This design comes from an exercise in tuning for small area on the open sky130 flow, not from production work.
Only simulation tests tie the RTL to the original design; equivalence was not proved.
No activity file was given, so power comes from the tool's default toggle rates.

Design cpu, start of the top module:
module cpu (
  input clk, rst,
  input [15:0] in_port,
  output wire [15:0] out_port,
  output wire [17:0] imem_addr,
  input  [31:0] imem_data,
  output wire [18:0] dmem_addr,
  output wire dmem_we,
  output wire [15:0] dmem_wdata,
  input  [15:0] dmem_rdata
);
==> flow/config.mk <==
export PLATFORM = sky130hd
export DESIGN_NAME = cpu
export DESIGN_NICKNAME = cpu
export VERILOG_FILES = /design/flow/design.v
export SDC_FILE = /design/flow/constraint.sdc
export NUM_CORES = 4
export LEC_CHECK = 0
export ABC_AREA = 1
export CAP_MARGIN = 20
export CORE_MARGIN = 2
export CORE_UTILIZATION = 40
export CTS_BUF_LIST = sky130_fd_sc_hd__clkbuf_4
export SLEW_MARGIN = 20
==> flow/constraint.sdc <==
create_clock -name core_clock -period 10.0 [get_ports {clk}]
set_input_delay 2.0000 -clock core_clock [delete_from_list [all_inputs] [get_ports {clk}]]
set_output_delay 2.0000 -clock core_clock [all_outputs]
set_load 0.01 [all_outputs]
standard.sh (not shown) runs the stock make flow with config.mk's settings and CLKGATE_MAP_FILE= SYNTH_SCRIPT=/design/flow/synth_recipe.tcl, a recipe that flattens the netlist after the stock synthesis.
==> flow/flow/run.sh <==
#!/bin/bash
# The standard layout (standard.sh), with three changes:
#  - synthesis: the standard flow's own synthesis script (synth_recipe.tcl, i.e. ORFS
#    synthesis without fsm/share, flattened, function nets renamed), except
#    that ABC maps the combinational logic with flow/abc.script (area-oriented
#    &nf mapping) instead of ORFS's abc script. Flip-flops are mapped before
#    ABC runs, so the registers are exactly the standard synthesis's.
#  - the port buffers that buffer_ports inserts use the smallest buffer cell
#    (buf_1) instead of the resizer's default pick (clkdlybuf4s50_1); every
#    port still gets its buffer, and repair_design resizes any that need it;
#  - clock tree: clkbuf_16 buffers, sink clusters of up to 24 flip-flops
#    within 100 um, no dummy loads.
# Each tool's output goes to a log file in this folder (and ORFS's logs).
set -euo pipefail
W=$(pwd)
export BUFFER_PORTS_ARGS="-buffer_cell sky130_fd_sc_hd__buf_1"
export CTS_ARGS="-sink_clustering_enable -repair_clock_nets -dont_use_dummy_load -buf_list sky130_fd_sc_hd__clkbuf_16 -sink_clustering_size 24 -sink_clustering_max_diameter 100"
export FLOW_ABC_SCRIPT="$W/flow/abc.script"
# ORFS synth.tcl with only the abc call's script replaced
sed 's|^  log_cmd abc {\*}\$abc_args$|  log_cmd abc -script $::env(FLOW_ABC_SCRIPT) {*}[lrange $abc_args 2 end]|' \
  "$FLOW_HOME/scripts/synth.tcl" > "$W/flow_synth_orfs.tcl"
grep -q 'FLOW_ABC_SCRIPT' "$W/flow_synth_orfs.tcl"
sed "s|source \$::env(SCRIPTS_DIR)/synth.tcl|source $W/flow_synth_orfs.tcl|" \
  "$W/synth_recipe.tcl" > "$W/flow_synth.tcl"
grep -q 'flow_synth_orfs.tcl' "$W/flow_synth.tcl"
bash standard.sh SYNTH_SCRIPT="$W/flow_synth.tcl" synth > synth.log 2>&1
bash standard.sh > standard.log 2>&1
==> flow/flow/abc.script <==
strash
&get -n
&st
&dch
&nf -R 1000
&put
topo
Then changed:
==> flow/flow/run.sh (replaced) <==
#!/bin/bash
# The standard layout (standard.sh: standard synthesis, floorplan,
# placement, CTS, routing), with two changes:
#  - the port buffers that buffer_ports inserts use the smallest buffer cell
#    (buf_1) instead of the resizer's default pick (clkdlybuf4s50_1); every
#    port still gets its buffer, and repair_design resizes any that need it;
#  - clock tree: clkbuf_16 buffers, sink clusters of up to 24 flip-flops within
#    100 um, no dummy loads.
export BUFFER_PORTS_ARGS="-buffer_cell sky130_fd_sc_hd__buf_1"
export CTS_ARGS="-sink_clustering_enable -repair_clock_nets -dont_use_dummy_load -buf_list sky130_fd_sc_hd__clkbuf_16 -sink_clustering_size 24 -sink_clustering_max_diameter 100"
bash standard.sh > standard.log 2>&1
--- a/flow/config.mk
+++ b/flow/config.mk
@@ -7,7 +7,7 @@
 export LEC_CHECK = 0
 export ABC_AREA = 1
-export CAP_MARGIN = 20
+export CAP_MARGIN = 10
 export CORE_MARGIN = 2
 export CORE_UTILIZATION = 40
 export CTS_BUF_LIST = sky130_fd_sc_hd__clkbuf_4
-export SLEW_MARGIN = 20
+export SLEW_MARGIN = 10
removed: flow/flow/abc.script
The new run went through all stages and came out clean.
Final cell count grows by 24%.
Via count grows by 16%.
Power grows by 2.7%.
Global-route usage barely changes.
Clock-buffer cell count shrinks by 1.
Final area grows by 6.3%.
First-iteration DRC count shrinks by about 2.5%.

Another version of the RTL of cpu (not shown whole).
Size: ~360 flip-flops, about 140 I/O pins, ~0.020 sq mm of cells after synthesis.
==> flow/config.mk <==
export PLATFORM = sky130hd
export DESIGN_NAME = cpu
export DESIGN_NICKNAME = cpu
export VERILOG_FILES = /design/flow/design.v
export SDC_FILE = /design/flow/constraint.sdc
export NUM_CORES = 4
export LEC_CHECK = 0
export ABC_AREA = 1
export CAP_MARGIN = 20
export CORE_MARGIN = 2
export CORE_UTILIZATION = 40
export CTS_BUF_LIST = sky130_fd_sc_hd__clkbuf_4
export SLEW_MARGIN = 20
==> flow/constraint.sdc <==
create_clock -name core_clock -period 10.0 [get_ports {clk}]
set_input_delay 2.0000 -clock core_clock [delete_from_list [all_inputs] [get_ports {clk}]]
set_output_delay 2.0000 -clock core_clock [all_outputs]
set_load 0.01 [all_outputs]
==> flow/flow/run.sh <==
#!/bin/bash
# The standard layout (standard.sh: standard synthesis, floorplan,
# placement, CTS, routing), with two changes:
#  - the port buffers that buffer_ports inserts use the smallest buffer cell
#    (buf_1) instead of the resizer's default pick (clkdlybuf4s50_1); every
#    port still gets its buffer, and repair_design resizes any that need it;
#  - clock tree: clkbuf_8 buffers, sink clusters of up to 16 flip-flops within
#    80 um, no dummy loads.
export BUFFER_PORTS_ARGS="-buffer_cell sky130_fd_sc_hd__buf_1"
export CTS_ARGS="-sink_clustering_enable -repair_clock_nets -dont_use_dummy_load -buf_list sky130_fd_sc_hd__clkbuf_8 -sink_clustering_size 16 -sink_clustering_max_diameter 80"
bash standard.sh > standard.log 2>&1
The first run passed the timing, DRC and antenna checks.
Then changed:
==> flow/flow/run.sh (replaced) <==
#!/bin/bash
# The standard layout (standard.sh: standard synthesis, floorplan,
# placement, CTS, routing), with two changes:
#  - the port buffers that buffer_ports inserts use the smallest buffer cell
#    (buf_1) instead of the resizer's default pick (clkdlybuf4s50_1); every
#    port still gets its buffer, and repair_design resizes any that need it;
#  - clock tree: clkbuf_16 buffers, sink clusters of up to 24 flip-flops within
#    100 um, no dummy loads.
export BUFFER_PORTS_ARGS="-buffer_cell sky130_fd_sc_hd__buf_1"
export CTS_ARGS="-sink_clustering_enable -repair_clock_nets -dont_use_dummy_load -buf_list sky130_fd_sc_hd__clkbuf_16 -sink_clustering_size 24 -sink_clustering_max_diameter 100"
bash standard.sh > standard.log 2>&1
Wire length falls by about 0.5%.
Clock-buffer cell count falls by 9.
First-iteration DRC count rises by 1.1%.
Clock skew rises by 0.0066 ns.
Area after synthesis stays the same.
Global-route usage stays flat.

## what the ideal ports hide
The results above use ideal ports. As a check the final layouts listed here were re-extracted and re-timed, cells and wires unchanged. Step 1 (the two cells are an assumption about what drives the block):
set clk [get_ports {clk}]
set_driving_cell -lib_cell sky130_fd_sc_hd__clkbuf_16 $clk
set_driving_cell -lib_cell sky130_fd_sc_hd__buf_2 [delete_from_list [all_inputs] $clk]
Step 2, shift: input delay + t, output delay - t, t = (earliest + latest rising clock arrival at the registers) / 2. This alone moves slack from input paths to output paths. a / b / c = no drivers / after step 1 / after step 2; a / b = the first two.
run	shift t [ns]	slack for setup (ns)	hold slack, ns	cell pins on the clock port's net
the first run of note 1	0.587	1.613 / 1.563 / 2.149	0.306 / 0.306 / 0.306	1
the second run of note 1	0.594	1.139 / 1.082 / 1.676	0.325 / 0.325 / 0.325	1
the first run of note 2	0.681	2.545 / 2.489 / 3.171	0.347 / 0.347 / 0.347	1
the second run of note 2	0.597	2.658 / 2.599 / 3.197	0.348 / 0.348 / 0.348	1
After both steps setup and hold are still met in every run listed.
